Source: an optimization exercise on an open RTL-to-GDS flow (aim: small area and a short achievable clock period). Production flows keep margins and buffers that such runs may drop.
No activity file was given, so power comes from the tool's default toggle rates.

## job 6026
==> module alu8, before the edit <==
module alu8(
    input [7:0] regA, regB,
    input [4:0] opcode,
    input [7:0] flagsIn,
    output [7:0] res,
    output [7:0] flagsOut
);
    wire [7:0] A = regA;
    wire [7:0] B = regB;
    wire [4:0] op = opcode;
    wire cin = flagsIn[4];
    wire hin = flagsIn[5];
    wire nin = flagsIn[6];
    wire hi0 = ~op[4] & ~op[3];                         
    wire opAdd   = hi0 & ~op[2] & ~op[1];               
    wire opSub   = hi0 & ~op[2] & op[1];                
    wire opCP    = hi0 & op[2] & ~op[1] & ~op[0];       
    wire opAND   = hi0 & op[2] & ~op[1] & op[0];        
    wire opOR    = hi0 & op[2] & op[1] & ~op[0];        
    wire opXOR   = hi0 & op[2] & op[1] & op[0];         
    wire opRot   = ~op[4] & op[3];                      
    wire hi2 = op[4] & ~op[3];                          
    wire opSLA  = hi2 & (op[2:0] == 3'd0);
    wire opSRx  = hi2 & ~op[2] & (op[1] ^ op[0]);       
    wire opSWAP = hi2 & (op[2:0] == 3'd3);
    wire opBIT  = hi2 & (op[2:0] == 3'd4);
    wire opRES  = hi2 & (op[2:0] == 3'd5);
    wire opSET  = hi2 & (op[2:0] == 3'd6);
    wire opCCF  = hi2 & (op[2:0] == 3'd7);
    wire hi3 = op[4] & op[3];                           
    wire opSCF = hi3 & (op[2:0] == 3'd0);
    wire opDAA = hi3 & (op[2:0] == 3'd1);
    wire opCPL = hi3 & (op[2:0] == 3'd2);
    wire opArith = opAdd | opSub | opCP;
    wire sub     = opSub | opCP;
    wire opLeft  = (opRot & ~op[0]) | opSLA;
    wire opRight = (opRot & op[0]) | opSRx;
    wire daaLo = (~nin & A[3] & (A[2] | A[1])) | hin;
    wire [7:0] dOff = {1'b0, cin, cin, 1'b0, 1'b0, daaLo, daaLo, 1'b0} ^ {8{nin}};
    wire [7:0] bsel = 8'b1 << B[2:0];
    wire mB  = op[2] ? (op[1] | op[0]) : ~op[1];
    wire yB  = hi0 & mB;                                
    wire yNB = hi0 & ~mB;                               
    wire [7:0] Y = ({8{yB}} & B) | ({8{yNB}} & ~B) | {8{opCPL}}
                 | ({8{opDAA}} & dOff) | ({8{opSET}} & bsel) | ({8{opRES}} & ~bsel);
    wire c0 = (opAdd & op[0] & cin) | (opSub & ~(op[0] & cin)) | opCP | (opDAA & nin);
    wire [7:0] g = A & Y;
    wire [7:0] t = A | Y;
    wire [7:0] p = A ^ Y;
    wire g0 = g[0] | (t[0] & c0);
    wire G10 = g[1] | (t[1] & g0);
    wire G32 = g[3] | (t[3] & g[2]), P32 = t[3] & t[2];
    wire G54 = g[5] | (t[5] & g[4]), P54 = t[5] & t[4];
    wire G76 = g[7] | (t[7] & g[6]), P76 = t[7] & t[6];
    wire G20 = g[2] | (t[2] & G10);
    wire G30 = G32 | (P32 & G10);
    wire G64 = g[6] | (t[6] & G54), P64 = t[6] & P54;
    wire G74 = G76 | (P76 & G54), P74 = P76 & P54;
    wire G40 = g[4] | (t[4] & G30);
    wire G50 = G54 | (P54 & G30);
    wire G60 = G64 | (P64 & G30);
    wire G70 = G74 | (P74 & G30);
    wire [8:0] c = {G70, G60, G50, G40, G30, G20, G10, g0, c0};
    wire [7:0] sum = p ^ c[7:0];
    wire sumZ = &(~(p ^ {t[6:0], c0}));
    wire lbit = ~op[4] & (op[2] ? A[7] : cin);
    wire rbit = op[4] ? (~op[1] & A[7]) : (op[2] ? A[0] : cin);
    wire sumEn = opAdd | opSub | opDAA;
    wire [7:0] other =
          ({8{opAND | opRES}} & g)
        | ({8{opOR | opSET}} & t)
        | ({8{opXOR | opCPL}} & p)
        | ({8{opLeft}} & {A[6:0], lbit})
        | ({8{opRight}} & {rbit, A[7:1]})
        | ({8{opSWAP}} & {A[3:0], A[7:4]});
    assign res = ({8{sumEn}} & sum) | other;
    wire bitZ = ~A[B[2:0]];
    wire otherZEn = opAND | opOR | opXOR | (opRot & ~op[1]) | opSLA | opSRx | opSWAP;
    wire fZ = (opArith & sumZ) | (otherZEn & ~|other) | ((opBIT | opDAA) & bitZ);
    wire fN = sub | opCPL | (opDAA & nin);
    wire fH = (opArith & (c[4] ^ sub)) | opAND | opCPL;
    wire fC = (opArith & (c[8] ^ sub)) | (opLeft & A[7]) | (opRight & A[0]) | (opCCF & ~cin) | opSCF | (opDAA & nin);
    assign flagsOut = {fZ, fN, fH, fC, 4'b0};
endmodule
==> flow/config.mk <==
export PLATFORM = sky130hd
export DESIGN_NAME = alu8_top
export DESIGN_NICKNAME = alu8_top
export VERILOG_FILES = /design/flow/design.v
export SDC_FILE = /design/flow/constraint.sdc
export NUM_CORES = 4
export LEC_CHECK = 0
export CAP_MARGIN = 20
export CORE_MARGIN = 2
export CORE_UTILIZATION = 40
export SETUP_SLACK_MARGIN = 3.6
export SLEW_MARGIN = 20
==> flow/constraint.sdc <==
create_clock -name core_clock -period 6.0 [get_ports {clk}]
set_input_delay 1.2000 -clock core_clock [delete_from_list [all_inputs] [get_ports {clk}]]
set_output_delay 1.2000 -clock core_clock [all_outputs]
set_load 0.01 [all_outputs]
standard.sh (not shown) runs the stock make flow with config.mk's settings and CLKGATE_MAP_FILE= SYNTH_SCRIPT=/design/flow/synth_recipe.tcl, a recipe that flattens the netlist after the stock synthesis.
==> flow/flow/run.sh <==
#!/bin/bash
# Own layout flow: the standard ORFS flow (standard.sh), with
#  - adder-cell extraction (ADDER_MAP_FILE) off, so ABC maps all logic,
#  - ABC run with flow/abc.script instead of ORFS's abc_speed/abc_area,
#  - port buffers of a chosen cell, and CTS without dummy loads.
# Each tool's output goes to its own log under orfs/logs; make's output
# goes to flow_make.log.
set -o pipefail
HERE=$(pwd)
source "$HERE/flow/settings.sh"
# ORFS synth.tcl with only the ABC script changed
sed "s#log_cmd abc {\*}\$abc_args#log_cmd abc -script $HERE/flow/abc.script {*}[lrange \$abc_args 2 end]#" \
    "$FLOW_HOME/scripts/synth.tcl" > "$HERE/synth_mod.tcl"
grep -q "flow/abc.script" "$HERE/synth_mod.tcl" || { echo "synth.tcl patch failed"; exit 1; }
# The standard flow's synthesis script, sourcing the patched synth.tcl
sed "s#\$::env(SCRIPTS_DIR)/synth.tcl#$HERE/synth_mod.tcl#" synth_recipe.tcl > "$HERE/my_synth.tcl"
grep -q "synth_mod.tcl" "$HERE/my_synth.tcl" || { echo "synth_recipe.tcl patch failed"; exit 1; }
bash standard.sh SYNTH_SCRIPT="$HERE/my_synth.tcl" ADDER_MAP_FILE= \
    "BUFFER_PORTS_ARGS=$BUFFER_PORTS_ARGS" "CTS_ARGS=$CTS_ARGS" $EXTRA finish > flow_make.log 2>&1
==> flow/flow/abc.script <==
strash
dch
map -B 0.9
topo
stime -c
buffer -c
upsize -c
dnsize -c
==> flow/flow/settings.sh <==
BUFFER_PORTS_ARGS="-buffer_cell sky130_fd_sc_hd__buf_1"
CTS_ARGS="-sink_clustering_enable -repair_clock_nets -dont_use_dummy_load"
EXTRA=""
### job 6026 -> job 1031
diff --git a/flow/design.v b/flow/design.v
--- a/flow/design.v
+++ b/flow/design.v
@@ -71,10 +71,10 @@
     wire [7:0] dOff = {1'b0, cin, cin, 1'b0, 1'b0, daaLo, daaLo, 1'b0} ^ {8{nin}};
     wire [7:0] bsel = 8'b1 << B[2:0];
-    wire mB  = op[2] ? (op[1] | op[0]) : ~op[1];
+    wire mB  = op[2] ? (op[1] ^ op[0]) : ~op[1];
     wire yB  = hi0 & mB;                                
     wire yNB = hi0 & ~mB;                               
     wire [7:0] Y = ({8{yB}} & B) | ({8{yNB}} & ~B) | {8{opCPL}}
                  | ({8{opDAA}} & dOff) | ({8{opSET}} & bsel) | ({8{opRES}} & ~bsel);
-    wire c0 = (opAdd & op[0] & cin) | (opSub & ~(op[0] & cin)) | opCP | (opDAA & nin);
+    wire c0 = (opAdd & op[0] & cin) | (opSub & ~(op[0] & cin)) | opCP | opXOR | (opDAA & nin);
     wire [7:0] g = A & Y;
     wire [7:0] t = A | Y;
@@ -102,5 +102,6 @@
           ({8{opAND | opRES}} & g)
         | ({8{opOR | opSET}} & t)
-        | ({8{opXOR | opCPL}} & p)
+        | ({8{opXOR}} & ~p)
+        | ({8{opCPL}} & p)
         | ({8{opLeft}} & {A[6:0], lbit})
         | ({8{opRight}} & {rbit, A[7:1]})
@@ -108,6 +109,10 @@
     assign res = ({8{sumEn}} & sum) | other;
     wire bitZ = ~A[B[2:0]];
-    wire otherZEn = opAND | opOR | opXOR | (opRot & ~op[1]) | opSLA | opSRx | opSWAP;
-    wire fZ = (opArith & sumZ) | (otherZEn & ~|other) | ((opBIT | opDAA) & bitZ);
+    wire [7:0] sh = ({8{opLeft}} & {A[6:0], lbit})
+                  | ({8{opRight}} & {rbit, A[7:1]})
+                  | ({8{opSWAP}} & {A[3:0], A[7:4]});
+    wire zShift = ((opRot & ~op[1]) | opSLA | opSRx | opSWAP) & ~|sh;
+    wire zLogic = (opAND & ~|(A & B)) | (opOR & ~|(A | B));
+    wire fZ = ((opArith | opXOR) & sumZ) | zShift | zLogic | ((opBIT | opDAA) & bitZ);
     wire fN = sub | opCPL | (opDAA & nin);
     wire fH = (opArith & (c[4] ^ sub)) | opAND | opCPL;
Results
- Run comparison: job 1031 start point of the critical path opcode_q[4]; job 6026 start point of the critical path opcode_q[1]
- Summary of job 1031 over job 6026: tightest hold margin has increased, number of ordinary and repair buffers in the finished layout climbed 5, synthesized area higher.
- [job 1031] power share of the sequential group rose 1.0 points relative to job 6026
- Every stage of the flow completed for job 1031, and the final layout passed the timing, DRC and antenna checks.
- From job 6026 to job 1031 the numbers moved as follows: antenna cell count has remained practically unchanged, final critical-path share of the clock period has increased, fill cell total of the finished layout rose about 6.5%.
No functional check of the RTL was part of any run of this note.

-- afterwards: timing with drivers on the ports --
The flow's constraints put no driver on any port. The routed layouts listed below were extracted and timed again, unchanged, in two steps. Step 1: set_driving_cell puts a clkbuf_16 on clk and a buf_2 on each other input, an assumption about the parent block. Step 2 also shifts input and output timing later by t, the mid clock arrival at the registers, as if the neighbouring blocks saw the same clock. Slacks: ideal ports / drivers / drivers and shift; pairs: ideal ports / drivers.
| run | t, ns | slack for setup (ns) | worst setup path after step 2 |
|---|---|---|---|
| job 6026 | 0.324 | 3.753 / 3.753 / 3.753 | register to register |
| job 1031 | 0.322 | 3.734 / 3.734 / 3.734 | register to register |
After both steps setup and hold are still met in every run listed.
